This is an optimization exercise on Yosys and OpenROAD, whose aim is small area, a short achievable clock period and few clock cycles per item, not a production implementation. Function was checked by simulation only, so behaviour that the tests miss may differ from the original. Power figures rest on the tool's default switching activity, not on a simulated workload.

==> flow/design.v <==
module fac (
  input x,
  input y,
  input c_in,
  output z,
  output c_out
);
  assign z = x ^ y ^ c_in;
  assign c_out = x & y | x & c_in | y & c_in;
endmodule
module rca8 (
  input [7:0]x,
  input [7:0]y,
  input c_in,
  output [7:0]z,
  output c_out
);
  generate
    wire intern_carry[6:0];
    genvar i;
    for(i = 0 ; i < 8 ; i = i + 1) begin: instances
      if(i == 0)
        fac inst(.x(x[0]), .y(y[0]), .c_in(c_in), .z(z[0]), .c_out(intern_carry[0]));
      else if(i == 7)
        fac inst(.x(x[7]), .y(y[7]), .c_in(intern_carry[6]), .z(z[7]), .c_out(c_out));
      else
        fac inst(.x(x[i]), .y(y[i]), .c_in(intern_carry[i-1]), .z(z[i]), .c_out(intern_carry[i]));
    end
  endgenerate
endmodule
module csea_level (
  input [7:0]x,
  input [7:0]y,
  input previous_c_out,
  output [7:0]z,
  output next_c_out
);
  wire [7:0]z_0;
  wire [7:0]z_1;
  wire c_out_0;
  wire c_out_1;
  rca8 adder_0 (
    .x(x),
    .y(y),
    .c_in(1'b0),
    .z(z_0),
    .c_out(c_out_0)
  );
  rca8 adder_1 (
    .x(x),
    .y(y),
    .c_in(1'b1),
    .z(z_1),
    .c_out(c_out_1)
  );
  mux2to1 #(.w(8)) sum_mux (
    .in_0(z_0),
    .in_1(z_1),
    .sel(previous_c_out),
    .out(z)
  );
  mux2to1 #(.w(1)) carry_mux (
    .in_0(c_out_0),
    .in_1(c_out_1),
    .sel(previous_c_out),
    .out(next_c_out)
  );
endmodule
module ml_csea_8 #(parameter w = 64)(
  input [w-1:0]x,
  input [w-1:0]y,
  input c_in,
  output [w-1:0]z
);
  generate
    wire [((w-1)/8 - 1):0]intern_carry;
    genvar i;
    for(i = 0 ; i < (w-1)/8 ; i = i + 1) begin: instances
      if(i == 0)
        rca8 adder( .x(x[7:0]), .y(y[7:0]), .c_in(c_in), .z(z[7:0]), .c_out(intern_carry[0]) );
      else if(i == (w-1)/8 - 1)
      begin
        csea_level ml_adder( .x(x[w-2:w-9]), .y(y[w-2:w-9]), .previous_c_out(intern_carry[(w-1)/8 - 2]), .z(z[w-2:w-9]), .next_c_out(intern_carry[(w-1)/8 - 1]) );
        fac adder( .x(x[w-1]), .y(y[w-1]), .c_in(intern_carry[(w-1)/8 - 1]), .z(z[w-1]), .c_out() );
      end
      else
        csea_level ml_adder( .x(x[8*i+7:8*i]), .y(y[8*i+7:8*i]), .previous_c_out(intern_carry[i-1]), .z(z[8*i+7:8*i]), .next_c_out(intern_carry[i]) );
    end
  endgenerate
endmodule
module mux2to1 #(parameter w = 1)(
  input [w-1:0]in_0,
  input [w-1:0]in_1,
  input sel,
  output [w-1:0]out
);
  assign out = sel ? in_1 : in_0;
endmodule
module mux4to1 #(parameter w = 64)(
  input [w-1:0]in_0,
  input [w-1:0]in_1,
  input [w-1:0]in_2,
  input [w-1:0]in_3,
  input [1:0]sel,
  output reg [w-1:0]out
);
  always @(*) begin
    case(sel)
      2'b00: out = in_0;
      2'b01: out = in_1;
      2'b10: out = in_2;
      default: out = in_3;
    endcase
  end
endmodule
module mux8to1 #(parameter w = 64) ( 
  input [w-1:0]in_0,
  input [w-1:0]in_1,
  input [w-1:0]in_2,
  input [w-1:0]in_3,
  input [w-1:0]in_4,
  input [w-1:0]in_5,
  input [w-1:0]in_6,
  input [w-1:0]in_7,
  input [2:0]sel,
  output reg [w-1:0]out
);
  always @(*) begin
    case(sel)
      3'b000: out = in_0;
      3'b001: out = in_1;
      3'b010: out = in_2;
      3'b011: out = in_3;
      3'b100: out = in_4;
      3'b101: out = in_5;
      3'b110: out = in_6;
      default: out = in_7;
    endcase
  end
endmodule
module bitwise_and (
  input in_0,
  input in_1,
  output and_
);
  assign and_ = in_0 & in_1;
endmodule
module bitwise_nand (
  input in_0,
  input in_1,
  output nand_
);
  assign nand_ = ~(in_0 & in_1);
endmodule
module bitwise_or (
  input in_0,
  input in_1,
  output or_
);
  assign or_ = in_0 | in_1;
endmodule
module bitwise_nor (
  input in_0,
  input in_1,
  output nor_
);
  assign nor_ = ~(in_0 | in_1);
endmodule
module bitwise_xor (
  input in_0,
  input in_1,
  output xor_
);
  assign xor_ = in_0 ^ in_1;
endmodule
module bitwise_xnor (
  input in_0,
  input in_1,
  output xnor_
);
  assign xnor_ = ~(in_0 ^ in_1);
endmodule
module bitwise_not (
  input in,
  output not_
);
  assign not_ = ~in;
endmodule
module and_wordgate #(parameter w = 64)(
  input [w-1:0]in_0,
  input [w-1:0]in_1,
  output [w-1:0]AND
);
  generate
    genvar i;
    for(i = 0 ; i < w ; i = i + 1) begin: and_gates
      bitwise_and gate(.in_0(in_0[i]), .in_1(in_1[i]), .and_(AND[i]));
    end
  endgenerate
endmodule
module nand_wordgate #(parameter w = 64)(
  input [w-1:0]in_0,
  input [w-1:0]in_1,
  output [w-1:0]NAND
);
  generate
    genvar i;
    for(i = 0 ; i < w ; i = i + 1) begin: nand_gates
      bitwise_nand gate(.in_0(in_0[i]), .in_1(in_1[i]), .nand_(NAND[i]));
    end
  endgenerate
endmodule
module or_wordgate #(parameter w = 64)(
  input [w-1:0]in_0,
  input [w-1:0]in_1,
  output [w-1:0]OR
);
  generate
    genvar i;
    for(i = 0 ; i < w ; i = i + 1) begin: or_gates
      bitwise_or gate(.in_0(in_0[i]), .in_1(in_1[i]), .or_(OR[i]));
    end
  endgenerate
endmodule
module nor_wordgate #(parameter w = 64)(
  input [w-1:0]in_0,
  input [w-1:0]in_1,
  output [w-1:0]NOR
);
  generate
    genvar i;
    for(i = 0 ; i < w ; i = i + 1) begin: nor_gates
      bitwise_nor gate(.in_0(in_0[i]), .in_1(in_1[i]), .nor_(NOR[i]));
    end
  endgenerate
endmodule
module xor_wordgate #(parameter w = 64)(
  input [w-1:0]in_0,
  input [w-1:0]in_1,
  output [w-1:0]XOR
);
  generate
    genvar i;
    for(i = 0 ; i < w ; i = i + 1) begin: xor_gates
      bitwise_xor gate(.in_0(in_0[i]), .in_1(in_1[i]), .xor_(XOR[i]));
    end
  endgenerate
endmodule
module xnor_wordgate #(parameter w = 64)(
  input [w-1:0]in_0,
  input [w-1:0]in_1,
  output [w-1:0]XNOR
);
  generate
    genvar i;
    for(i = 0 ; i < w ; i = i + 1) begin: xnor_gates
      bitwise_xnor gate(.in_0(in_0[i]), .in_1(in_1[i]), .xnor_(XNOR[i]));
    end
  endgenerate
endmodule
module not_wordgate #(parameter w = 64)(
  input [w-1:0]in,
  output [w-1:0]NOT
);
  generate
    genvar i;
    for(i = 0 ; i < w ; i = i + 1) begin: not_gates
      bitwise_not gate(.in(in[i]), .not_(NOT[i]));
    end
  endgenerate
endmodule
module logic_unit (
  input [63:0]in_0,
  input [63:0]in_1,
  input [2:0]sel,
  output [63:0]out
);
  wire [63:0]and_out;
  wire [63:0]nand_out;
  wire [63:0]or_out;
  wire [63:0]nor_out;
  wire [63:0]xor_out;
  wire [63:0]xnor_out;
  wire [63:0]not_out;
  and_wordgate uut_and (
    .in_0(in_0),
    .in_1(in_1),
    .AND(and_out)
  );
  nand_wordgate uut_nand (
    .in_0(in_0),
    .in_1(in_1),
    .NAND(nand_out)
  );
  or_wordgate uut_or (
    .in_0(in_0),
    .in_1(in_1),
    .OR(or_out)
  );
  nor_wordgate uut_nor (
    .in_0(in_0),
    .in_1(in_1),
    .NOR(nor_out)
  );
  xor_wordgate uut_xor (
    .in_0(in_0),
    .in_1(in_1),
    .XOR(xor_out)
  );
  xnor_wordgate uut_xnor (
    .in_0(in_0),
    .in_1(in_1),
    .XNOR(xnor_out)
  );
  not_wordgate uut_not (
    .in(sel[0] ? in_1 : in_0),
    .NOT(not_out)
  );
  mux8to1 uut_mux (
    .in_0(and_out),
    .in_1(nand_out),
    .in_2(or_out),
    .in_3(nor_out),
    .in_4(xor_out),
    .in_5(xnor_out),
    .in_6(not_out),
    .in_7(not_out),
    .sel(sel),
    .out(out)
  );
endmodule
module sll (
  input [127:0]in,
  output [127:0]out
);
  assign out = {in[126:0], 1'b0};
endmodule
module srl (
  input [127:0]in,
  output [127:0]out
);
  assign out = {1'b0, in[127:1]};
endmodule
module sla (
  input [127:0]in,
  output [127:0]out
);
  assign out = {in[126:0], 1'b0};
endmodule
module sra (
  input [127:0]in,
  output [127:0]out
);
  assign out = {in[127], in[127:1]};
endmodule
module rotl (
  input [127:0]in,
  output [127:0]out
);
  assign out = {in[126:0], in[127]};
endmodule
module rotr (
  input [127:0]in,
  output [127:0]out
);
  assign out = {in[0], in[127:1]};
endmodule
module shift_rotate_unit (
  input [127:0]in,
  input [2:0]sel,
  output [127:0]out
);
  wire [127:0]sll_out;
  wire [127:0]srl_out;
  wire [127:0]sla_out;
  wire [127:0]sra_out;
  wire [127:0]rotl_out;
  wire [127:0]rotr_out;
  sll uut_sll (
    .in(in),
    .out(sll_out)
  );
  srl uut_srl (
    .in(in),
    .out(srl_out)
  );
  sla uut_sla (
    .in(in),
    .out(sla_out)
  );
  sra uut_sra (
    .in(in),
    .out(sra_out)
  );
  rotl uut_rotl (
    .in(in),
    .out(rotl_out)
  );
  rotr uut_rotr (
    .in(in),
    .out(rotr_out)
  );
  mux8to1 #(.w(128)) uut_mux (
    .in_0(sll_out),
    .in_1(srl_out),
    .in_2(sla_out),
    .in_3(sra_out),
    .in_4(rotl_out),
    .in_5(rotr_out),
    .in_6(128'b0),
    .in_7(128'b0),
    .sel(sel),
    .out(out)
  );
endmodule
module reg_M #(parameter w = 64)(
  input clk,
  input rst_b,
  input c0,
  input [w-1:0]inbus,
  output reg [w-1:0]q
);
  always@(posedge clk or negedge rst_b) begin
    if(!rst_b)
      q <= 0;
    else if(c0)
      q <= inbus;
  end
endmodule
module reg_A #(parameter w = 65)(
  input clk,
  input rst_b,
  input c0,
  input c2,
  input c10,
  input c5,
  input c8,
  input Q_msb,
  input [w-1:0]sum,
  output reg [w-2:0]outbus,
  output reg [w-1:0]q
);
  always@(posedge clk or negedge rst_b) begin
    if(!rst_b) 
      q <= 0;
    else if(c0)
      q <= 0;
    else if(c2)
      q <= sum;
    else if(c10)
      q <= {q[w-1], q[w-1:1]};
    else if(c8)
      q <= {q[w-2:0], Q_msb};
  end
  always @(*) begin
    if(c5) 
      outbus = q[w-2:0];
    else 
      outbus = {(w-1){1'b0}};
  end
endmodule
module reg_Q #(parameter w = 64)(
  input clk,
  input rst_b,
  input c1,
  input c10,
  input c6,
  input c8,
  input c9,
  input [w-1:0]inbus,
  input A_lsb,
  output reg [w-1:0]outbus,
  output reg [w-1:0]q
);
  always @(posedge clk or negedge rst_b) begin
    if(!rst_b)
      q <= 0;
    else if (c1)
      q <= inbus;
    else if(c10)
      q <= {A_lsb, q[w-1:1]};
    else if(c8)
      q <= {q[w-2:0], 1'b0};
    else if(c9)
      q[0] <= 1;
  end
  always @(*) begin
    if(c6) 
      outbus = q;
    else 
      outbus = {w{1'b0}};
  end
endmodule
module reg_Q_1(
  input clk,
  input rst_b,
  input c0,
  input c4,
  input Q_lsb,
  output reg q
);
  always @(posedge clk or negedge rst_b) begin
    if(!rst_b)
      q <= 0;
    else if(c0)
      q <= 0;
    else if(c4)
      q <= Q_lsb;
  end
endmodule
module counter (
  input clk,
  input rst_b,
  input c0,
  input c4,
  output count63
);
  reg [5:0]count;
  always@(posedge clk or negedge rst_b) begin
    if(!rst_b) 
      count <= 0;
    else if(c0)
      count <= 0;
    else if(c4)
      count <= count + 1;
  end
  assign count63 = count[0] & count[1] & count[2] & count[3] & count[4] & count[5];
endmodule
  module control_unit(
  input clk,
  input rst_b,
  input bgn,
  input [1:0]opcode,
  input q_1,
  input q0,
  input a64,
  input count63,
  output reg c0,
  output reg c1,
  output reg c2,
  output reg c3,
  output reg c4,
  output reg c5,
  output reg c6,
  output reg c7,
  output reg c8,
  output reg c9,
  output reg c10,
  output reg stop
);
  localparam ADDITION = 2'b00;
  localparam SUBSTRACTION = 2'b01;
  localparam MULTIPLICATION = 2'b10;
  localparam DIVISION = 2'b11;
  localparam S0 = 4'b0000;
  localparam S1_A = 4'b0001;
  localparam S2_A = 4'b0010;
  localparam S3_A = 4'b0011;
  localparam S4_A = 4'b0100;
  localparam S1_S = 4'b0001;
  localparam S2_S = 4'b0010;
  localparam S3_S = 4'b0011;
  localparam S4_S = 4'b0100;
  localparam S1_M = 4'b0001;
  localparam S2_M = 4'b0010;
  localparam S3_M = 4'b0011;
  localparam S4_M = 4'b0100;
  localparam S5_M = 4'b0101;
  localparam S6_M = 4'b0110;
  localparam S7_M = 4'b0111;
  localparam S8_M = 4'b1000;
  localparam S1_D = 4'b0001;
  localparam S2_D = 4'b0010;
  localparam S3_D = 4'b0011;
  localparam S4_D = 4'b0100;
  localparam S5_D = 4'b0101;
  localparam S7_D = 4'b0111;
  localparam S8_D = 4'b1000;
  reg [3:0] st;
  reg [3:0] st_nxt;
  always@(*) begin
    stop = 0;
    c0 = 0;
    c1 = 0;
    c2 = 0;
    c3 = 0;
    c4 = 0;
    c5 = 0;
    c6 = 0;
    c7 = 0;
    c8 = 0;
    c9 = 0;
    c10 = 0;
    st_nxt = S0;
    case(opcode)
      ADDITION:
      begin
        c7 = 1;
        case(st)
        S0: 
        begin 
          if(bgn) 
            st_nxt = S1_A;
          else 
            st_nxt = S0;
        end
        S1_A:
        begin
          c0 = 1;
          st_nxt = S2_A;
        end
        S2_A:
        begin
          c1 = 1;
          st_nxt = S3_A;
        end
        S3_A:
        begin
          c2 = 1;
          st_nxt = S4_A;
        end
        S4_A:
        begin
          c5 = 1;
          stop = 1;
          st_nxt = S0;
        end
        default:
          st_nxt = S0;
        endcase
      end
      SUBSTRACTION:
      begin
        c7 = 1;
        case(st)
        S0: 
        begin 
          if(bgn) 
            st_nxt = S1_S;
          else 
            st_nxt = S0;
        end
        S1_S:
        begin
          c0 = 1;
          st_nxt = S2_S;
        end
        S2_S:
        begin
          c1 = 1;
          st_nxt = S3_S;
        end
        S3_S:
        begin
          c2 = 1;
          c3 = 1;
          st_nxt = S4_S;
        end
        S4_S:
        begin
          c5 = 1;
          stop = 1;
          st_nxt = S0;
        end
        default:
          st_nxt = S0;
        endcase
      end
      MULTIPLICATION:
      begin
        case(st)
        S0: 
        begin 
          if(bgn) 
            st_nxt = S1_M;
          else 
            st_nxt = S0;
          end
        S1_M:
        begin
          c0 = 1;
          st_nxt = S2_M;
        end 
        S2_M: 
        begin 
          c1 = 1; 
          st_nxt = S8_M;
        end
        S8_M: 
        begin 
          if(q0 == 0 && q_1 == 1)
            st_nxt = S3_M;
          else if(q0 == 1 && q_1 == 0) 
            st_nxt = S4_M;
          else 
            st_nxt = S5_M;   
        end
        S3_M: 
        begin
          c2 = 1;
          st_nxt = S5_M;
        end
        S4_M: 
        begin
          c2 = 1;
          c3 = 1;
          st_nxt = S5_M;
        end
        S5_M:
        begin
          c4 = 1;
          c10 = 1;
          if(count63 == 0)
            st_nxt = S8_M;
          else 
            st_nxt = S6_M;
        end    
        S6_M: 
        begin
          c5 = 1;
          st_nxt = S7_M;
        end  
        S7_M:
        begin
          c6 = 1;
          stop = 1;
          st_nxt = S0;
        end
        default:
          st_nxt = S0;
        endcase
      end
      DIVISION:
      begin
        case(st)
        S0: 
        begin 
          if(bgn) 
            st_nxt = S1_D;
          else 
            st_nxt = S0;
        end
        S1_D:
        begin
          c0 = 1;
          st_nxt = S2_D;
        end
        S2_D:
        begin
          c1 = 1;
          st_nxt = S3_D;
        end
        S3_D:
        begin
          c8 = 1;
          st_nxt = S4_D;
        end
        S4_D:
        begin
          c2 = 1;
          c3 = 1;
          st_nxt = S5_D;
        end
        S5_D:
        begin
          c4 = 1;
          if(a64)
            c2 = 1;
          else
            c9 = 1;
          if(!count63)
            st_nxt = S3_D;
          else
            st_nxt = S7_D;
        end
        S7_D:
        begin
          c5 = 1;
          st_nxt = S8_D;
        end
        S8_D:
        begin
          c6 = 1;
          stop = 1;
          st_nxt = S0;
        end
        default:
          st_nxt = S0;
      endcase
    end
    endcase
  end
  always@(posedge clk or negedge rst_b) begin
    if(!rst_b)
      st <= S0;
    else 
      st <= st_nxt;
  end
endmodule
module arithmetic_unit (
  input clk,
  input bgn,
  input rst_b,
  input [1:0]opcode,  
  input [63:0]inbus,
  output stop, 
  output [63:0]outbus
);
  wire c0;
  wire c1;
  wire c2;
  wire c3;
  wire c4;
  wire c5;
  wire c6;
  wire c7;
  wire c8;
  wire c9;
  wire c10;
  wire q_1;
  wire count63;
  wire [63:0]M;
  wire [64:0]A;
  wire [63:0]Q;
  wire [64:0]M_ext;
  wire [64:0]out_parallel;
  wire [64:0]out_xor;
  wire [63:0]outbus_A;
  wire [63:0]outbus_Q;
  reg_M  uut_M (
    .clk(clk),
    .rst_b(rst_b),
    .c0(c0), 
    .inbus(inbus), 
    .q(M)
  );
  reg_A uut_A (
    .clk(clk), 
    .rst_b(rst_b), 
    .c0(c0), 
    .c2(c2), 
    .c10(c10), 
    .c5(c5), 
    .c8(c8),
    .sum(out_parallel), 
    .Q_msb(Q[63]),
    .q(A), 
    .outbus(outbus_A)
  );
  reg_Q uut_Q (
    .clk(clk), 
    .rst_b(rst_b), 
    .c1(c1), 
    .c10(c10), 
    .c6(c6), 
    .c8(c8),
    .c9(c9),
    .A_lsb(A[0]), 
    .inbus(inbus), 
    .q(Q),
    .outbus(outbus_Q)
  );
  reg_Q_1 uut_Q_1 (
    .clk(clk), 
    .rst_b(rst_b), 
    .c0(c0), 
    .c4(c4), 
    .Q_lsb(Q[0]), 
    .q(q_1)
  );
  counter uut_counter (
    .clk(clk), 
    .rst_b(rst_b), 
    .c0(c0), 
    .c4(c4), 
    .count63(count63)
  );
  control_unit uut_control_unit ( 
    .clk(clk), 
    .rst_b(rst_b), 
    .bgn(bgn), 
    .opcode(opcode),
    .q_1(q_1), 
    .q0(Q[0]), 
    .count63(count63),
    .a64(A[64]),
    .c0(c0), 
    .c1(c1), 
    .c2(c2), 
    .c3(c3), 
    .c4(c4), 
    .c5(c5), 
    .c6(c6), 
    .c7(c7),
    .c8(c8),
    .c9(c9),
    .c10(c10),
    .stop(stop)
  );
  assign M_ext = {~opcode[0] & M[63], M};
  xor_wordgate #(.w(65)) uut_xor (
    .in_0({65{c3}}), 
    .in_1(M_ext), 
    .XOR(out_xor)
  );
  ml_csea_8 #(.w(65)) uut_adder (
    .x(out_xor), 
    .y(c7 ? {1'b0, Q} : A), 
    .c_in(c3), 
    .z(out_parallel)
  );
  assign outbus = outbus_A | outbus_Q;
endmodule
module ALU_64 (
  input clk,
  input rst_b,
  input bgn,
  input [63:0]in_0,
  input [63:0]in_1,
  input [4:0]sel,
  output stop,
  output [63:0]out
);
  reg s_ldx, s_ldy, s_run, s_div, s_corr, s_hi, s_last;
  wire s_idle = ~(s_ldx | s_ldy | s_run | s_div | s_corr | s_hi | s_last);
  reg [1:0] op;        
  reg       out_q;     
  reg [6:0] cnt_a;     
  reg [6:0] cnt_b;     
  reg [5:0] lx;        
  reg       xz;        
  reg [1:0] kx;        
  reg       x_mul;     
  reg [63:0] M;
  reg [64:0] A;
  reg [63:0] Q;
  reg        q1;
  reg p_in;            
  reg p_aq;            
  reg p_a;             
  reg b_m1;            
  reg b_m2;            
  reg b_inv;           
  reg c_m1;            
  reg c_m2;            
  reg c_inv;           
  wire is_mul = (op == 2'b10);
  wire is_div = (op == 2'b11);
  wire [7:0]  g_nz;
  wire [23:0] g_lz;
  genvar g;
  generate
    for (g = 0; g < 8; g = g + 1) begin : lzg
      wire [7:0] b = in_0[63-8*g -: 8];
      assign g_nz[g] = |b;
      assign g_lz[3*g +: 3] = b[7] ? 3'd0 : b[6] ? 3'd1 : b[5] ? 3'd2 : b[4] ? 3'd3 :
                              b[3] ? 3'd4 : b[2] ? 3'd5 : b[1] ? 3'd6 : 3'd7;
    end
  endgenerate
  reg [6:0] lz;
  integer i;
  always @(*) begin
    lz = 7'd64;
    for (i = 7; i >= 0; i = i - 1)
      if (g_nz[i]) lz = {1'b0, i[2:0], g_lz[3*i +: 3]};
  end
  wire fit16 = (&in_0[63:15]) | ~(|in_0[63:15]);
  wire fit32 = (&in_0[63:31]) | ~(|in_0[63:31]);
  wire fit48 = (&in_0[63:47]) | ~(|in_0[63:47]);
  wire [1:0] kz = fit16 ? 2'd0 : fit32 ? 2'd1 : fit48 ? 2'd2 : 2'd3;
  wire swap = ~x_mul;            
  wire [1:0] kmin = x_mul ? kx : kz;
  wire [7:0] d     = {2'b00, lx} - {1'b0, cnt_b};
  wire d_neg       = d[7];
  wire d_fast      = ~d_neg & (d[6:0] >= 7'd12);
  wire d_last      = d_fast ? (d[6:2] == 5'd3) : (d[6:2] == 5'd0);
  wire mul_fast = is_mul & (cnt_b == 7'd0);
  wire fast     = mul_fast | (is_div & d_fast);
  wire mul_end  = mul_fast ? (cnt_a == 7'd8) : (cnt_a == 7'd2);
  wire [67:0] add_p = ({68{p_aq}} & {{2{A[64]}}, A, Q[63]}) |
                      ({68{p_a}}  & {{3{A[64]}}, A});
  wire [67:0] b_mag = ({68{b_m1}} & {{4{is_mul & M[63]}}, M}) |
                      ({68{b_m2}} & {{3{M[63]}}, M, 1'b0});
  wire [67:0] c_mag = ({68{c_m1}} & {{2{M[63]}}, M, 2'b00}) |
                      ({68{c_m2}} & {M[63], M, 3'b000});
  wire add_inv = b_inv;
  wire [67:0] b_op = b_mag ^ {68{add_inv}};
  wire [67:0] c_op = c_mag ^ {68{c_inv}};
  wire [67:0] cs_s = add_p ^ b_op ^ c_op;
  wire [67:0] cs_c = {4'b0000, in_0 & {64{p_in}}} |
                     {(add_p[66:0] & b_op[66:0]) | (add_p[66:0] & c_op[66:0]) |
                      (b_op[66:0] & c_op[66:0]), c_inv};
  wire [68:0] sum_c = {cs_s, 1'b1} + {cs_c, add_inv};
  wire [67:0] sum = sum_c[68:1];
  wire run_to_hi  = is_mul ? mul_end : d_neg;
  wire run_to_div = is_div & ~d_neg & d_last;
  wire div_end    = (cnt_a == 7'd1);
  wire n_ldx  = s_idle & bgn;
  wire n_ldy  = s_ldx;
  wire n_run  = (s_ldy & op[1]) | (s_run & ~run_to_hi & ~run_to_div);
  wire n_div  = (s_run & run_to_div) | (s_div & ~div_end);
  wire n_corr = s_div & div_end & sum[67];
  wire n_hi   = (s_run & run_to_hi) | (s_div & div_end & ~sum[67]) | s_corr;
  wire n_last = (s_ldy & ~op[1]) | s_hi;
  wire [4:0] bd_nxt = s_ldy ? (swap ? {in_0[3:0], 1'b0} : {Q[3:0], 1'b0}) :
                      fast  ? {Q[19:16], q1} : Q[7:3];
  wire bd_zero = (bd_nxt[2:0] == 3'b000) | (bd_nxt[2:0] == 3'b111);
  wire bd_two  = (bd_nxt[2:0] == 3'b011) | (bd_nxt[2:0] == 3'b100);
  wire cd_zero = (bd_nxt[4:2] == 3'b000) | (bd_nxt[4:2] == 3'b111);
  wire cd_two  = (bd_nxt[4:2] == 3'b011) | (bd_nxt[4:2] == 3'b100);
  wire n_mstep = n_run & is_mul;
  always @(posedge clk or negedge rst_b) begin
    if (!rst_b) begin
      s_ldx  <= 1'b0;
      s_ldy  <= 1'b0;
      s_run  <= 1'b0;
      s_div  <= 1'b0;
      s_corr <= 1'b0;
      s_hi   <= 1'b0;
      s_last <= 1'b0;
      op     <= 2'b00;
      out_q  <= 1'b0;
    end else begin
      s_ldx  <= n_ldx;
      s_ldy  <= n_ldy;
      s_run  <= n_run;
      s_div  <= n_div;
      s_corr <= n_corr;
      s_hi   <= n_hi;
      s_last <= n_last;
      if (n_ldx) op <= sel[1:0];
      out_q  <= s_hi;
    end
  end
  always @(posedge clk) begin
    p_in  <= n_ldy & ~is_mul;
    p_aq  <= n_div;
    p_a   <= n_run | n_corr;
    b_m1  <= (n_ldy & ~op[1]) | (n_mstep & ~bd_zero & ~bd_two) | n_div | n_corr;
    b_m2  <= n_mstep & bd_two;
    b_inv <= (n_ldy & (op == 2'b01)) | (n_mstep & bd_nxt[2]) |
             (n_div & ~(s_div & sum[67]));
    c_m1  <= n_mstep & ~cd_zero & ~cd_two;
    c_m2  <= n_mstep & cd_two;
    c_inv <= n_mstep & bd_nxt[4];
    if (s_ldx) begin
      lx <= lz[6] ? 6'd63 : lz[5:0];
      xz <= lz[6];
      kx <= kz;
      x_mul <= ~kz[1];
    end
    if (s_ldy) begin
      cnt_a <= is_div ? 7'd0 : 7'd32;
      cnt_b <= is_div ? (xz ? 7'd0 : lz) : ({5'd0, kmin} + 7'd1) << 3;
    end
    if (s_run) begin
      if (is_mul) begin
        cnt_a <= cnt_a - (mul_fast ? 7'd8 : 7'd2);
        cnt_b <= cnt_b - {5'd0, ~mul_fast, 1'b0};
      end else begin
        cnt_a <= cnt_a + (d_fast ? 7'd16 : 7'd4);
        cnt_b <= cnt_b + (d_fast ? 7'd16 : 7'd4);
      end
    end
    if (s_div) cnt_a <= cnt_a - 7'd1;
  end
  wire y_to_m = is_mul & ~swap;
  always @(posedge clk) begin
    if (s_ldx | (s_ldy & y_to_m)) M <= in_0;
  end
  wire a_fast = s_run & fast;
  wire a_sh   = s_run & ~fast & ~(is_div & d_neg);
  wire a_sum  = ~a_fast & ~a_sh;
  always @(posedge clk)
    A <= ({65{a_fast}} & {{16{A[64]}}, A[64:16]}) |
         ({65{a_sh}}   & {sum[67], sum[67:4]}) |
         ({65{a_sum}}  & sum[64:0]);
  wire q_ld = s_ldx | (s_ldy & ~y_to_m);
  wire q_en = q_ld | a_fast | a_sh | s_div;
  always @(posedge clk) begin
    if (q_en)
      Q <= ({64{q_ld & ~(s_ldy & is_div)}} & in_0) |
           ({64{a_fast}} & {A[15:0], Q[63:16]}) |
           ({64{a_sh}}   & {sum[3:0], Q[63:4]}) |
           ({64{s_div}}  & {Q[62:0], ~sum[67]});
    if (s_ldy) q1 <= 1'b0;
    if (a_sh)  q1 <= Q[3];
  end
  assign stop = s_last;
  reg [3:0] t;
  always @(*) begin
    case (sel[2:0])
      3'd0: t = 4'b1000;
      3'd1: t = 4'b0111;
      3'd2: t = 4'b1110;
      3'd3: t = 4'b0001;
      3'd4: t = 4'b0110;
      3'd5: t = 4'b1001;
      3'd6: t = 4'b0011;
      default: t = 4'b0101;
    endcase
  end
  wire en_l  = (sel[4:3] == 2'b01);
  wire en_sl = (sel[4:3] == 2'b10) & ~sel[0] & ~(sel[2] & sel[1]);
  wire en_sr = (sel[4:3] == 2'b10) & sel[0] & ~(sel[2] & sel[1]);
  wire en_ar = (sel[4:3] == 2'b00);
  wire [3:0] te = t & {4{en_l}};
  wire [63:0] sl_src = {in_0[62:0], sel[2] & in_1[63]};
  wire [63:0] sr_src = {in_1[0], in_0[63:1]};
  wire [63:0] lut;
  genvar k;
  generate
    for (k = 0; k < 64; k = k + 1) begin : lb
      wire l0 = in_1[k] ? te[1] : te[0];
      wire l1 = in_1[k] ? te[3] : te[2];
      assign lut[k] = in_0[k] ? l1 : l0;
    end
  endgenerate
  wire en_a = en_ar & ~out_q;
  wire en_q = en_ar & out_q;
  assign out = lut | (sl_src & {64{en_sl}}) | (sr_src & {64{en_sr}}) |
               (A[63:0] & {64{en_a}}) | (Q & {64{en_q}});
endmodule
==> flow/flow/run.sh <==
#!/bin/bash
set -e
cd "$(dirname "$0")/.."
cp standard.sh flow_standard_copy.sh.log
echo "export BUFFER_PORTS_ARGS = -buffer_cell sky130_fd_sc_hd__buf_2" >> config.mk
bash standard.sh > standard_sh.log 2>&1
==> flow/standard.sh <==
#!/bin/bash
# synth_recipe.tcl (not shown) runs the flow's synth.tcl, then flattens the netlist and writes it again
# the make line also repeats each setting of config.mk as NAME=value (left out here)
make -C /OpenROAD-flow-scripts/flow DESIGN_CONFIG=/design/flow/config.mk WORK_HOME=/design/flow/orfs CLKGATE_MAP_FILE= SYNTH_SCRIPT=/design/flow/synth_recipe.tcl "${@:-finish}"
==> flow/config.mk <==
export PLATFORM = sky130hd
export DESIGN_NAME = ALU_64
export DESIGN_NICKNAME = ALU_64
export VERILOG_FILES = /design/flow/design.v
export SDC_FILE = /design/flow/constraint.sdc
export NUM_CORES = 4
export LEC_CHECK = 0
export CAP_MARGIN = 20
export CORE_MARGIN = 2
export CORE_UTILIZATION = 40
export PLACE_DENSITY = 0.6
export SETUP_SLACK_MARGIN = 2.5
export SLEW_MARGIN = 20
export BUFFER_PORTS_ARGS = -buffer_cell sky130_fd_sc_hd__buf_2
==> flow/constraint.sdc <==
create_clock -name core_clock -period 7.0 [get_ports {clk}]
set_input_delay 1.4000 -clock core_clock [delete_from_list [all_inputs] [get_ports {clk}]]
set_output_delay 1.4000 -clock core_clock [all_outputs]
set_load 0.01 [all_outputs]
==> results of run 1 <==
worst register-to-register path, cell delays in order, from the launching register on:
cell,delay (ns)
dfxtp_4,0.40
buf_6,0.16
a22oi_1,0.29
xnor2_1,0.16
fa_1,0.41
a21o_1,0.19
ha_4,0.26
a21o_1,0.18
a221o_2,0.45
buf_4,0.17
o211ai_4,0.29
a2111oi_4,0.16
nor2_4,0.18
o21ai_4,0.10
a21oi_4,0.25
o22ai_1,0.12
a31oi_1,0.20
xnor2_1,0.11
a221o_1,0.35
kinds of logic (layout without fill, tap and decap cells):
kind of cell	Yosys count	count (layout)
AND/OR/NAND/NOR	949	953
AO/OA/AOI/OAI	943	944
buffers and inverters	386	519
flip-flops	237	237
XOR/XNOR	219	219
adder cells (fa/ha/maj)	156	156
multiplexers	11	11
other	0	2
flip-flops by register name (all words and copies together), names as in the netlist, 2 cells and up:
signal  cells
Q          64
A          65
cnt_a       7
lx          6
kx          2
op          2
cnt_b       7
M          64
layout make-up:
cell class              count  area share [%]
clock inverters            21           0.735
flip-flops and latches    237            22.6
diodes                      2          0.0178
clock buffers              37            3.03
repair buffers            335            9.39
inverters                 126            1.70
multi-input cells        2283            59.1
well taps                 765            3.41
stage by stage:
stage | power, W | setup slack, ns | instance area [µm²]
6_report | 0.0140 | 2.46 | 28100
4_1_cts | 0.0129 | 2.48 | 26600
5_1_grt | 0.0147 | 2.34 | 28100
2_1_floorplan | 0.00833 | 2.54 | 23200
3_5_place_dp | 0.0108 | 1.22 | 24500
3_3_place_gp | 0.0108 | 1.15 | 24500
cell usage in the layout, fill, tap and decap left out, types with 12 or more instances in the layout:
cell type    n
a22oi_2     29
clkbuf_16   38
o21ai_0    196
o221ai_1    33
buf_12      23
a221o_1     14
ha_2        15
nor4_1      15
a21o_1      41
o211ai_1    72
a22oi_1    169
nand4_1     34
nand3_1     84
o21bai_1    18
ha_4        28
a222oi_1   136
dfxtp_1     65
nor2_1     114
xnor2_1    120
edfxtp_1   153
ha_1        44
xor2_1      88
buf_6       17
inv_1      123
nor3_1      32
buf_4       81
buf_2      197
fa_1        68
o21ai_1     12
nand2_1    579
a21oi_1    102
power by group through the flow:
| stage | clock (W) | sequential [W] | combinational (W) |
|---|---|---|---|
| after floorplan | 0 | 0.00279 | 0.00554 |
| after global placement | 0 | 0.00360 | 0.00717 |
| after detailed placement | 0 | 0.00360 | 0.00722 |
| after CTS | 0.00171 | 0.00348 | 0.00772 |
| after global routing | 0.00177 | 0.00356 | 0.00940 |
| final | 0.00172 | 0.00357 | 0.00871 |
per-layer routing:
layer | vias up | wire length [µm] | track usage [%]
li1 | 11000 | - | -
met1 | 12400 | 44800 | 48.0
met3 | 301 | 12700 | 6.59
met4 | 0 | 5910 | 14.4
met5 | - | 0 | 0
met2 | 1701 | 49100 | 54.0
what timing repair did:
action | 4_1_cts | 5_1_grt
setup buffers | 51 | 40
pin swaps | 21 | 57
gates cloned | 6 | 9
setup endpoints to repair | 116 | 124
resized for setup | 102 | 179
worst paths after layout:
check | from | end | slack (ns) | cells past startpoint
min in group asynchronous | rst_b | op[0] | 0.63 | 1
max in group asynchronous | rst_b | s_div | 6.15 | 1
worst min register to register | s_hi | out_q | 0.45 | 0
worst max register to register | b_m1 | A[57] | 2.46 | 18
worst min-delay path | s_hi | out_q | 0.45 | 0
worst max-delay path | b_m1 | A[57] | 2.46 | 18
==> qor.txt, run 1 <==
FLOORPLANNING
--------------------------------------------------------------------------------------------------------
Die outline area ..........................................................................   60,000 µm²
Initial core utilization ..................................................................        40.3%
Number of placement rows ..................................................................           88
# IOs .....................................................................................          201
Placeable core area .......................................................................   57,600 µm²
Vertical die dimension ....................................................................       245 µm
Die outline width .........................................................................       245 µm

PWR
--------------------------------------------------------------------------------------------------------
Part of the total power dissipated in the clock network ...................................        12.3%
Logic gate share of total power ...........................................................        62.2%
Sw Pwr ....................................................................................    0.00726 W
Maximum vdd ir drop .......................................................................     0.332 mV
Design internal power .....................................................................    0.00674 W
Switching part of the total ...............................................................        51.9%
Relative contribution of sequential cells to total power ..................................        25.5%
Power density of the placed cells .........................................................   498 nW/µm²
P_leak ....................................................................................      10.8 nW

PLACE
--------------------------------------------------------------------------------------------------------
# placed instances ........................................................................        3,640
Buffers on Ports ..........................................................................          200
GP Congestion .............................................................................        0.992
HPWL after detailed placement .............................................................      73.9 mm

TIMING
--------------------------------------------------------------------------------------------------------
Time the worst path needs with I/O delays and setup .......................................      4.54 ns
Total count of max-transition violations in the final report ..............................            0
Max frequency .............................................................................      220 MHz
Hold Fails Final Rpt ......................................................................            0
RSZ-0062 raised after global routing ......................................................          yes
Worst slew margin relative to its limit ...................................................        27.2%
Number of endpoints failing setup at the final stage ......................................            0
Clock Skew ................................................................................    0.0321 ns
Worst-case hold slack .....................................................................     0.455 ns
Worst Max-Slew Pin Slew ...................................................................      1.09 ns
Final critical-path share of the clock period .............................................        64.8%
Total negative setup slack ................................................................         0 ns

SETUP PATH
--------------------------------------------------------------------------------------------------------
Nature of the critical path startpoint ....................................................    flip-flop
Worst path bufs/invs ......................................................................            2
Crit path max fanout ......................................................................            6
Type of the worst setup path .............................................................. flip-flop to flip-flop
Cell with the largest stage delay on the worst path .......................................      a221o_2
CP required ...............................................................................      7.52 ns
Sequence of cells on the critical path .................................................... buf_6, a22oi_1, xnor2_1, fa_1, a21o_1, ha_4, a21o_1, a221o_2, buf_4, o211ai_4, a2111oi_4, nor2_4, o21ai_4, a21oi_4, o22ai_1, a31oi_1, xnor2_1, a221o_1
Critical path data arrival time ...........................................................      5.06 ns
CP endpoint kind ..........................................................................    flip-flop
CP peak stage delay .......................................................................      0.45 ns
CP top delay family ....................................................................... compound AO/OA/AOI/OAI gates

ROUTING
--------------------------------------------------------------------------------------------------------
Routed WL per cell ........................................................................      29.5 µm
Final routed wirelength across all metal layers ...........................................       112 mm
Total via count after detailed routing ....................................................       25,400
Routed vias/inst ..........................................................................         6.67
Initial DRC count .........................................................................        3,951
Post-detailed-route DRC marker count ......................................................            0
Drt first pass iters ......................................................................           15
Count of nets left with antenna violations after detail routing ...........................            0

SYNTHESIS
--------------------------------------------------------------------------------------------------------
Async set-reset flop share out of synthesis ...............................................        4.22%
Cell with the most instances after synthesis ..............................................      nand2_1
Post-synthesis sequential element count ...................................................          237
Cells taking the most area after synthesis ................................................ edfxtp_1 (20%), nand2_1 (9.5%), dfxtp_1 (6.4%), a22oi_1 (6.4%), fa_1 (5.9%)
Number of distinct standard cells referenced by the synthesized netlist ...................           87
Netlist Area Pre-Place ....................................................................   23,200 µm²
Net count of the mapped netlist ...........................................................        3,193
Share of the yosys chip area belonging to registers .......................................        27.2%
Synth cell count leaders .................................................................. nand2_1 (586), clkbuf_1 (214), o21ai_0 (210)
Post-Synth Simple-Gate Area ...............................................................        17.5%
Combinational family with the most area after synthesis ................................... compound AO/OA/AOI/OAI gates
Xor/xnor cell area share of the yosys netlist .............................................        8.29%
Mean area per synthesized cell ............................................................     8.00 µm²
Number of enable flip-flop cells after synthesis ..........................................          153
Mux share of post-synthesis cell area .....................................................       0.496%
Count of mapped cells out of synthesis ....................................................        2,901
Ys flop type ..............................................................................     edfxtp_1
YS warnings ...............................................................................            1
Cell taking the most area after synthesis .................................................     edfxtp_1
Area fraction in compound gates after synthesis ...........................................        29.3%
Adder-cell area share of the yosys netlist ................................................        10.6%
Synth top area share ......................................................................        19.8%

FINAL LAYOUT
--------------------------------------------------------------------------------------------------------
Multi-input combinational cell area .......................................................   16,600 µm²
Post-synthesis to final-layout area growth ................................................        21.0%
Number of nets in the finished design .....................................................        3,306
Final Instance Count excl. Fillers ........................................................        3,806
Filler Cell Count .........................................................................        5,508
Layout Utilization ........................................................................        48.8%
Register Area .............................................................................     6360 µm²
Fraction of layout cells with a size suffix above 1 .......................................        19.5%

CLOCKING
--------------------------------------------------------------------------------------------------------
Post-CTS clock slew at the launch and capture registers of the worst setup and hold paths .      0.07 ns
Clock root cell ...........................................................................    clkbuf_16
Clock latency on the worst-skew pair ......................................................      0.63 ns
Maximum clock path buffer count ...........................................................            3
Clock tree from TritonCTS .................................................................          yes
Number of buffers inserted during clock tree synthesis ....................................           31
Hold-fix buffers, CTS .....................................................................            0
CTS H-tree depth ..........................................................................            1
Clk sink count ............................................................................          237

JOB
--------------------------------------------------------------------------------------------------------
Max-cap violation count ...................................................................            0

GLOBAL ROUTE
--------------------------------------------------------------------------------------------------------
Leftover overflow at the end of global routing ............................................            0
Number of global-route vias before repair .................................................       23,500
Largest net degree at the start of global routing .........................................           81
Global-route wire length before repair ....................................................       159 mm
Antenna violations before repair ..........................................................            1
Total routing usage reported by global routing ............................................        35.0%

RUN STATUS
--------------------------------------------------------------------------------------------------------
Run status ................................................................................ complete, no violations

WORST HOLD PATH
--------------------------------------------------------------------------------------------------------
Hold Path Class ........................................................................... flip-flop to flip-flop

Testbench counts, summed over its fixed seeds: cycles 21,768, ops 2,048.
==> run 2, diff against run 1 <==
--- a/flow/design.v
+++ b/flow/design.v
@@ -992,16 +992,17 @@
                       (b_op[66:0] & c_op[66:0]), c_inv};
   wire [68:0] sum_c = {cs_s, 1'b1} + {cs_c, add_inv};
   wire [67:0] sum = sum_c[68:1];
-  wire run_to_hi  = is_mul ? mul_end : d_neg;
+  wire div_q0     = is_div & d_neg;
+  wire run_to_hi  = is_mul & mul_end;
   wire run_to_div = is_div & ~d_neg & d_last;
   wire div_end    = (cnt_a == 7'd1);
   wire n_ldx  = s_idle & bgn;
   wire n_ldy  = s_ldx;
-  wire n_run  = (s_ldy & op[1]) | (s_run & ~run_to_hi & ~run_to_div);
+  wire n_run  = (s_ldy & op[1]) | (s_run & ~run_to_hi & ~run_to_div & ~div_q0);
   wire n_div  = (s_run & run_to_div) | (s_div & ~div_end);
   wire n_corr = s_div & div_end & sum[67];
   wire n_hi   = (s_run & run_to_hi) | (s_div & div_end & ~sum[67]) | s_corr;
-  wire n_last = (s_ldy & ~op[1]) | s_hi;
+  wire n_last = (s_ldy & ~op[1]) | s_hi | (s_run & div_q0);
   wire [4:0] bd_nxt = s_ldy ? (swap ? {in_0[3:0], 1'b0} : {Q[3:0], 1'b0}) :
                       fast  ? {Q[19:16], q1} : Q[7:3];
   wire bd_zero = (bd_nxt[2:0] == 3'b000) | (bd_nxt[2:0] == 3'b111);
@@ -1029,14 +1030,14 @@
       s_hi   <= n_hi;
       s_last <= n_last;
       if (n_ldx) op <= sel[1:0];
-      out_q  <= s_hi;
+      out_q  <= s_hi | (s_run & div_q0);
     end
   end
   always @(posedge clk) begin
     p_in  <= n_ldy & ~is_mul;
     p_aq  <= n_div;
-    p_a   <= n_run | n_corr;
-    b_m1  <= (n_ldy & ~op[1]) | (n_mstep & ~bd_zero & ~bd_two) | n_div | n_corr;
+    p_a   <= n_run | (s_div & div_end);
+    b_m1  <= (n_ldy & ~op[1]) | (n_mstep & ~bd_zero & ~bd_two) | n_div | (s_div & div_end);
     b_m2  <= n_mstep & bd_two;
     b_inv <= (n_ldy & (op == 2'b01)) | (n_mstep & bd_nxt[2]) |
              (n_div & ~(s_div & sum[67]));
==> qor.txt, run 2 <==
SYNTHESIS
--------------------------------------------------------------------------------------------------------
Cell with the most instances after synthesis ..............................................      nand2_1
Netlist Area Pre-Place ....................................................................   23,300 µm²
Post-synthesis sequential element count ...................................................          237
Share of the yosys chip area belonging to registers .......................................        27.1%
Synth cell count leaders .................................................................. nand2_1 (569), o21ai_0 (243), clkbuf_1 (217)
Cells taking the most area after synthesis ................................................ edfxtp_1 (20%), nand2_1 (9.1%), a22oi_1 (6.9%), dfxtp_1 (6.3%), fa_1 (5.9%)
Async set-reset flop share out of synthesis ...............................................        4.22%
Number of enable flip-flop cells after synthesis ..........................................          153
Mean area per synthesized cell ............................................................     7.97 µm²
Count of mapped cells out of synthesis ....................................................        2,931
Synth top area share ......................................................................        19.7%
Ys flop type ..............................................................................     edfxtp_1
Number of distinct standard cells referenced by the synthesized netlist ...................           84
Net count of the mapped netlist ...........................................................        3,223
Cell taking the most area after synthesis .................................................     edfxtp_1
YS warnings ...............................................................................            1

PLACE
--------------------------------------------------------------------------------------------------------
Post-placement cell area ..................................................................   24,700 µm²
GP Congestion .............................................................................        0.976
Buffers on Ports ..........................................................................          200
Worst Setup Slack post-DPL ................................................................      1.40 ns
HPWL after detailed placement .............................................................      74.7 mm

ROUTING
--------------------------------------------------------------------------------------------------------
Routed WL per cell ........................................................................      28.5 µm
Routed vias/inst ..........................................................................         6.61
Initial DRC count .........................................................................        4,246
Post-detailed-route DRC marker count ......................................................            0
Count of nets left with antenna violations after detail routing ...........................            0
Drt first pass iters ......................................................................           14
Final routed wirelength across all metal layers ...........................................       108 mm
Total via count after detailed routing ....................................................       25,100

SETUP PATH
--------------------------------------------------------------------------------------------------------
Flop2flop setup slack .....................................................................      2.49 ns
CP required ...............................................................................      5.60 ns
Critical path data arrival time ...........................................................      3.20 ns
Nature of the critical path startpoint ....................................................    input pin
Cell with the largest stage delay on the worst path .......................................     a222oi_1
CP peak stage delay .......................................................................      0.73 ns
Capture point of the worst path ...........................................................      out[49]
Worst r2r src .............................................................................         c_m1
Crit path max fanout ......................................................................           36
CP endpoint kind .......................................................................... primary output
Sequence of cells on the critical path .................................................... clkbuf_4, and2_4, buf_4, nor4bb_4, buf_12, a222oi_1, nand3_1, buf_2
Crit path launch ..........................................................................       sel[1]
Type of the worst setup path .............................................................. input pin to primary output
Worst R2R End .............................................................................        A[61]
Crit path depth ...........................................................................            8
CP top delay family ....................................................................... compound AO/OA/AOI/OAI gates
Reg2reg path depth ........................................................................           17
Worst path bufs/invs ......................................................................            4

FINAL LAYOUT
--------------------------------------------------------------------------------------------------------
Number of nets in the finished design .....................................................        3,295
Largest registers ......................................................................... A (65), M (64), Q (64)
Register ranked first by flip-flop count ..................................................            A
Design area ...............................................................................   27,400 µm²
Multi-input combinational cell area .......................................................   16,400 µm²
Max FFs per register ......................................................................           65
Commonest cells after routing, fill and taps aside ........................................ nand2_1 (564), o21ai_0 (220), a22oi_1 (210)
Fraction of layout cells with a size suffix above 1 .......................................        16.6%
Register Area .............................................................................     6360 µm²
Post-synthesis to final-layout area growth ................................................        17.5%
Commonest non-fill, non-tap cell in the layout ............................................      nand2_1
Filler Cell Count .........................................................................        5,687

GLOBAL ROUTE
--------------------------------------------------------------------------------------------------------
Largest net degree at the start of global routing .........................................           75
Leftover overflow at the end of global routing ............................................            0
Antenna violations before repair ..........................................................            1
Total routing usage reported by global routing ............................................        33.9%
Global-route wire length before repair ....................................................       155 mm
Number of global-route vias before repair .................................................       23,700

JOB
--------------------------------------------------------------------------------------------------------
Max-cap violation count ...................................................................            0

PWR
--------------------------------------------------------------------------------------------------------
Relative contribution of sequential cells to total power ..................................        22.9%
Switching part of the total ...............................................................        53.9%
P_leak ....................................................................................      10.6 nW
Sw Pwr ....................................................................................    0.00857 W
Logic gate share of total power ...........................................................        66.9%
Design internal power .....................................................................    0.00732 W
Overall power consumption .................................................................     0.0159 W
Power density of the placed cells .........................................................   579 nW/µm²
Part of the total power dissipated in the clock network ...................................        10.3%
Maximum vdd ir drop .......................................................................     0.274 mV

TIMING
--------------------------------------------------------------------------------------------------------
Worst Max-Slew Pin Slew ...................................................................      1.17 ns
Final Worst Setup Slack ...................................................................      2.40 ns
RSZ-0062 raised after global routing ......................................................          yes
Time the worst path needs with I/O delays and setup .......................................      4.60 ns
Hold Fails Final Rpt ......................................................................            0
Final critical-path share of the clock period .............................................        65.7%
Total count of max-transition violations in the final report ..............................            0
Worst slew margin relative to its limit ...................................................        21.9%
Total negative setup slack ................................................................         0 ns
Clock Skew ................................................................................    0.0207 ns
Max frequency .............................................................................      217 MHz
Number of endpoints failing setup at the final stage ......................................            0

CLOCKING
--------------------------------------------------------------------------------------------------------
Post-CTS clock slew at the launch and capture registers of the worst setup and hold paths .      0.06 ns
Maximum clock path buffer count ...........................................................            3
Clock latency on the worst-skew pair ......................................................      0.61 ns
Clock tree from TritonCTS .................................................................          yes
Clock root cell ...........................................................................    clkbuf_16
CTS H-tree depth ..........................................................................            1
Number of buffers inserted during clock tree synthesis ....................................           30
Clk sink count ............................................................................          237

RUN STATUS
--------------------------------------------------------------------------------------------------------
Run status ................................................................................ complete, no violations

WORST HOLD PATH
--------------------------------------------------------------------------------------------------------
Hold Path Class ........................................................................... flip-flop to flip-flop

FLOORPLANNING
--------------------------------------------------------------------------------------------------------
Die outline width .........................................................................       246 µm
Placeable core area .......................................................................   57,700 µm²
Initial core utilization ..................................................................        40.5%
Number of placement rows ..................................................................           88
Vertical die dimension ....................................................................       246 µm
Die outline area ..........................................................................   60,300 µm²
# IOs .....................................................................................          201

run 2: changes by cell type in the layout (fill, tap and decap cells not counted), moves of 7 or more:
cell,change
a221o_1,+10
nor4_1,+7
a22oi_1,+41
o221ai_1,-19
buf_4,-27
or4_1,+8
a22oi_2,-23
nand2_1,-15
ha_1,+20
inv_1,-13
ha_4,-20
a21o_1,-8
o21ai_0,+24
run 2: final cells by class:
type | count | share of cell area, %
Timing Repair Buffer | 301 | 8.42
Antenna cell | 1 | 0.00912
Tap cell | 765 | 3.49
Multi-Input combinational cell | 2318 | 59.6
Clock buffer | 36 | 2.85
Inverter | 115 | 1.63
Clock inverter | 20 | 0.798
Sequential cell | 237 | 23.2
run 2: what timing repair did:
action / 4_1_cts / 5_1_grt
hold endpoints to repair: 0 / 0
cloned: 5 / 7
endpoints found under the setup margin: 108 / 175
hold buffers: 0 / 0
buffers inserted: 37 / 20
pin swaps: 12 / 24
resized for setup: 94 / 119
run 2: metrics by stage:
step                util (%)  instances  hold slack (ns)
CTS                     46.1       3765            0.492
finish                  47.6       3793            0.487
floorplan                  -       2931            0.444
global placement        42.8       3667            0.473
detailed placement      42.8       3667            0.474
global route            47.6       3792            0.518
run 2: worst min path at each step:
stage                      start     to  slack, ns  cells past startpoint
after floorplan            A[46]  A[30]       0.44                      2
after global placement    s_corr   s_hi       0.47                      2
after detailed placement    s_hi  out_q       0.47                      1
after CTS                 s_corr   s_hi       0.49                      2
after global routing        s_hi  out_q       0.52                      1
final                     s_corr   s_hi       0.49                      2
run 2: logic make-up after synthesis:
group	synth area share, %
adders and majority gates	10.6
muxes	0.547
and+or+nand+nor	18.0
buffers and inverters	6.20
DFF	27.1
AOI/OAI and AO/OA	29.4
xor gates and xnor gates	8.14
run 2: per-layer routing:
| layer | up-vias | global-route usage [%] | wire (µm) |
|---|---|---|---|
| li1 | 11100 | - | - |
| met1 | 12100 | 46.1 | 43100 |
| met2 | 1598 | 53.5 | 48500 |
| met3 | 268 | 5.77 | 11700 |
| met4 | 2 | 13.0 | 4770 |
| met5 | - | 0 | 7 |
run 2: worst register-to-register path, stage by stage (launching register included):
cell	delay [ns]
dfxtp_4	0.39
buf_4	0.16
buf_16	0.16
a22oi_1	0.24
xnor2_1	0.13
fa_1	0.55
inv_1	0.04
ha_2	0.42
nand4_1	0.21
nor2_2	0.21
nand2_2	0.13
o31ai_4	0.40
a31oi_2	0.20
a21oi_2	0.33
nor2_1	0.14
or4_1	0.42
a22oi_1	0.20
a211o_1	0.12
run 2: power by group through the flow:
| stage | combinational (W) | sequential (W) | clock (W) |
|---|---|---|---|
| 2_1_floorplan | 0.00712 | 0.00284 | 0 |
| 3_3_place_gp | 0.00932 | 0.00366 | 0 |
| 3_5_place_dp | 0.00940 | 0.00364 | 0 |
| 4_1_cts | 0.00987 | 0.00355 | 0.00163 |
| 5_1_grt | 0.0115 | 0.00363 | 0.00168 |
| 6_report | 0.0106 | 0.00363 | 0.00163 |
Testbench counts of run 2, summed over its fixed seeds: cycles 21,554, ops 2,048.
==> run 3, diff against run 2 <==
--- a/flow/config.mk
+++ b/flow/config.mk
@@ -8,6 +8,9 @@
 export CAP_MARGIN = 20
 export CORE_MARGIN = 2
 export CORE_UTILIZATION = 40
+export CTS_BUF_LIST = sky130_fd_sc_hd__clkbuf_16
+export CTS_CLUSTER_DIAMETER = 80
+export CTS_CLUSTER_SIZE = 24
 export PLACE_DENSITY = 0.6
 export SETUP_SLACK_MARGIN = 2.5
 export SLEW_MARGIN = 20
==> qor.txt, run 3 <==
SYNTHESIS
--------------------------------------------------------------------------------------------------------
Mux share of post-synthesis cell area .....................................................       0.547%
Async set-reset flop share out of synthesis ...............................................        4.22%
Cell taking the most area after synthesis .................................................     edfxtp_1
Number of distinct standard cells referenced by the synthesized netlist ...................           84
Synth top area share ......................................................................        19.7%
Count of mapped cells out of synthesis ....................................................        2,931
Combinational family with the most area after synthesis ................................... compound AO/OA/AOI/OAI gates
Xor/xnor cell area share of the yosys netlist .............................................        8.14%
Mean area per synthesized cell ............................................................     7.97 µm²
Netlist Area Pre-Place ....................................................................   23,300 µm²
Synth cell count leaders .................................................................. nand2_1 (569), o21ai_0 (243), clkbuf_1 (217)
Cell with the most instances after synthesis ..............................................      nand2_1
Post-Synth Simple-Gate Area ...............................................................        18.0%
Net count of the mapped netlist ...........................................................        3,223
Cells taking the most area after synthesis ................................................ edfxtp_1 (20%), nand2_1 (9.1%), a22oi_1 (6.9%), dfxtp_1 (6.3%), fa_1 (5.9%)
Post-synthesis sequential element count ...................................................          237
Area fraction in compound gates after synthesis ...........................................        29.4%
Adder-cell area share of the yosys netlist ................................................        10.6%
Number of enable flip-flop cells after synthesis ..........................................          153
YS warnings ...............................................................................            1
Ys flop type ..............................................................................     edfxtp_1
Share of the yosys chip area belonging to registers .......................................        27.1%

GLOBAL ROUTE
--------------------------------------------------------------------------------------------------------
Antenna violations before repair ..........................................................            0
Leftover overflow at the end of global routing ............................................            0
Number of global-route vias before repair .................................................       23,500
Largest net degree at the start of global routing .........................................           75
Global-route wire length before repair ....................................................       154 mm
Total routing usage reported by global routing ............................................        33.7%

CLOCKING
--------------------------------------------------------------------------------------------------------
Clock root cell ...........................................................................    clkbuf_16
Clk sink count ............................................................................          237
Number of buffers inserted during clock tree synthesis ....................................           22
CTS H-tree depth ..........................................................................            1
Hold-fix buffers, CTS .....................................................................            0
Clock latency on the worst-skew pair ......................................................      0.58 ns
Clock tree from TritonCTS .................................................................          yes
Maximum clock path buffer count ...........................................................            3
Post-CTS clock slew at the launch and capture registers of the worst setup and hold paths .      0.08 ns

FINAL LAYOUT
--------------------------------------------------------------------------------------------------------
Register ranked first by flip-flop count ..................................................            A
Fraction of layout cells with a size suffix above 1 .......................................        16.2%
Antenna Cells .............................................................................            0
Largest registers ......................................................................... A (65), M (64), Q (64)
Max FFs per register ......................................................................           65
Commonest non-fill, non-tap cell in the layout ............................................      nand2_1
Post-synthesis to final-layout area growth ................................................        16.6%
Commonest cells after routing, fill and taps aside ........................................ nand2_1 (565), o21ai_0 (221), a22oi_1 (202)
Number of nets in the finished design .....................................................        3,279

SETUP PATH
--------------------------------------------------------------------------------------------------------
Worst r2r src .............................................................................         c_m1
Cell repeated most along the worst path ...................................................        buf_4
CP endpoint kind .......................................................................... primary output
Worst R2R End .............................................................................        A[54]
Nature of the critical path startpoint ....................................................    input pin
Sequence of cells on the critical path .................................................... buf_6, and2_4, nor4b_4, buf_4, clkbuf_16, buf_4, a222oi_1, nand3_1, buf_2
Crit path launch ..........................................................................       sel[1]
CP peak stage delay .......................................................................      0.59 ns
Cell with the largest stage delay on the worst path .......................................     a222oi_1
Critical path data arrival time ...........................................................      3.16 ns
CP required ...............................................................................      5.60 ns
Type of the worst setup path .............................................................. input pin to primary output
Flop2flop setup slack .....................................................................      2.51 ns
Reg2reg path depth ........................................................................           17
Capture point of the worst path ...........................................................      out[52]
Crit path max fanout ......................................................................            8

ROUTING
--------------------------------------------------------------------------------------------------------
Total via count after detailed routing ....................................................       24,900
Initial DRC count .........................................................................        3,813
Post-detailed-route DRC marker count ......................................................            0
Drt first pass iters ......................................................................           12
Count of nets left with antenna violations after detail routing ...........................            0
Routed vias/inst ..........................................................................         6.61
Final routed wirelength across all metal layers ...........................................       107 mm
Routed WL per cell ........................................................................      28.3 µm

TIMING
--------------------------------------------------------------------------------------------------------
Number of endpoints failing setup at the final stage ......................................            0
Worst-case hold slack .....................................................................     0.501 ns
Worst slew margin relative to its limit ...................................................        20.6%
Max frequency .............................................................................      219 MHz
Total negative setup slack ................................................................         0 ns
Time the worst path needs with I/O delays and setup .......................................      4.56 ns
Hold Fails Final Rpt ......................................................................            0
RSZ-0062 raised after global routing ......................................................          yes
Worst Max-Slew Pin Slew ...................................................................      1.19 ns
Final critical-path share of the clock period .............................................        65.2%
Total count of max-transition violations in the final report ..............................            0
Clock Skew ................................................................................    0.0190 ns

PWR
--------------------------------------------------------------------------------------------------------
Logic gate share of total power ...........................................................        68.0%
Power density of the placed cells .........................................................   577 nW/µm²
Design internal power .....................................................................    0.00710 W
P_leak ....................................................................................      10.5 nW
Relative contribution of sequential cells to total power ..................................        23.1%
Part of the total power dissipated in the clock network ...................................         8.9%
Sw Pwr ....................................................................................    0.00861 W
Switching part of the total ...............................................................        54.8%
Maximum vdd ir drop .......................................................................     0.262 mV

FLOORPLANNING
--------------------------------------------------------------------------------------------------------
Initial core utilization ..................................................................        40.5%
Placeable core area .......................................................................   57,700 µm²
Die outline area ..........................................................................   60,300 µm²
Vertical die dimension ....................................................................       246 µm
# IOs .....................................................................................          201
Die outline width .........................................................................       246 µm
Number of placement rows ..................................................................           88

PLACE
--------------------------------------------------------------------------------------------------------
GP Congestion .............................................................................        0.976
Buffers on Ports ..........................................................................          200
HPWL after detailed placement .............................................................      74.7 mm

JOB
--------------------------------------------------------------------------------------------------------
Max-cap violation count ...................................................................            0

RUN STATUS
--------------------------------------------------------------------------------------------------------
Run status ................................................................................ complete, no violations

WORST HOLD PATH
--------------------------------------------------------------------------------------------------------
Hold Path Class ........................................................................... flip-flop to flip-flop

[run 3: cell count changes in the layout (fill, tap and decap cells not counted), moves of 5 or more]
cell	change
a22oi_2	+8
clkinv_2	-7
a22oi_1	-8
ha_2	-8
clkbuf_16	-10
clkbuf_1	-5
[run 3: kinds of logic after synthesis]
logic type,after synthesis
mux,12
compound gates,975
buf+inv,380
xor+xnor,217
flops,237
simple gates,954
fa+ha+maj,156
[run 3: how the worst min path moves through the flow]
stage / from / endpoint / slack [ns] / cells past startpoint
6_report: s_corr / s_hi / 0.50 / 2
3_3_place_gp: s_corr / s_hi / 0.47 / 2
5_1_grt: s_hi / out_q / 0.52 / 1
2_1_floorplan: A[46] / A[30] / 0.44 / 2
3_5_place_dp: s_hi / out_q / 0.47 / 1
4_1_cts: s_corr / s_hi / 0.50 / 2
[run 3: layout make-up]
class                   instances  area [µm²]
fillers                      5681       30500
multi-input cells            2318       16500
flip-flops and latches        237        6360
repair buffers                293        2180
well taps                     765         957
clock buffers                  23         576
inverters                     115         448
clock inverters                17         219
[run 3: critical path, delay by kind of cell]
kind | cells | cell delay, ns
compound gates | 1 | 0.59
buf+inv | 5 | 0.77
simple gates | 3 | 0.39
[run 3: through the flow]
step	instance area, µm²	std cells	setup slack (ns)	utilization (%)	power [W]
2_1_floorplan	23400	2931	2.51	-	0.00996
3_3_place_gp	24700	3667	1.51	42.8	0.0130
3_5_place_dp	24700	3667	1.40	42.8	0.0130
4_1_cts	26300	3744	2.46	45.6	0.0148
5_1_grt	27200	3768	2.38	47.2	0.0166
6_report	27200	3768	2.44	47.2	0.0157
[run 3: timing repair]
action	in CTS	in global routing
pin swaps	11	28
resized for setup	88	136
cloned	5	3
setup buffers	32	21
setup endpoints to repair	109	166
[run 3: power by group through the flow]
stage               clock network [W]  registers [W]  logic (W)
floorplan                           0        0.00284    0.00712
global placement                    0        0.00366    0.00932
detailed placement                  0        0.00364    0.00940
CTS                           0.00140        0.00354    0.00983
global route                  0.00145        0.00362     0.0115
finish                        0.00140        0.00363     0.0107
[run 3: per-layer routing]
metal  global-route usage, %  vias to the layer above  routed length (µm)
li1                        -                    11000                   -
met3                    6.33                      292               11200
met2                    53.2                     1576               47800
met1                    45.5                    12000               42600
met5                       0                        -                   0
met4                    13.1                        0                5050

## separate check: timing with driven ports
Ports are ideal in the flow. The routed layouts listed here were re-timed in OpenROAD.
Step 1: set_driving_cell puts a clkbuf_16 on clk and a buf_2 on each other input, an assumption about the parent block.
Step 2, shift: input delay + t, output delay - t, t = (earliest + latest rising clock arrival at the registers) / 2. This alone moves slack from input paths to output paths.
a / b / c = ideal ports / drivers / drivers and shift; a / b = the first two.
| run | t, ns | setup slack, ns | clock arrival spread, ns | worst register clock-pin slew, ns | worst slew at a driven data input, ns |
|---|---|---|---|---|---|
| run 1 | 0.678 | 2.461 / 2.461 / 2.041 | 0.032 / 0.032 | 0.07 / 0.07 | 0.05 |
| run 2 | 0.661 | 2.398 / 2.366 / 2.173 | 0.021 / 0.021 | 0.07 / 0.07 | 0.07 |
| run 3 | 0.629 | 2.436 / 2.391 / 2.133 | 0.019 / 0.019 | 0.09 / 0.09 | 0.07 |
After both steps setup and hold are still met in every run listed. The setup slack of run 1, which loses most, moves by 0.000 ns with the drivers and by -0.420 ns with both steps.
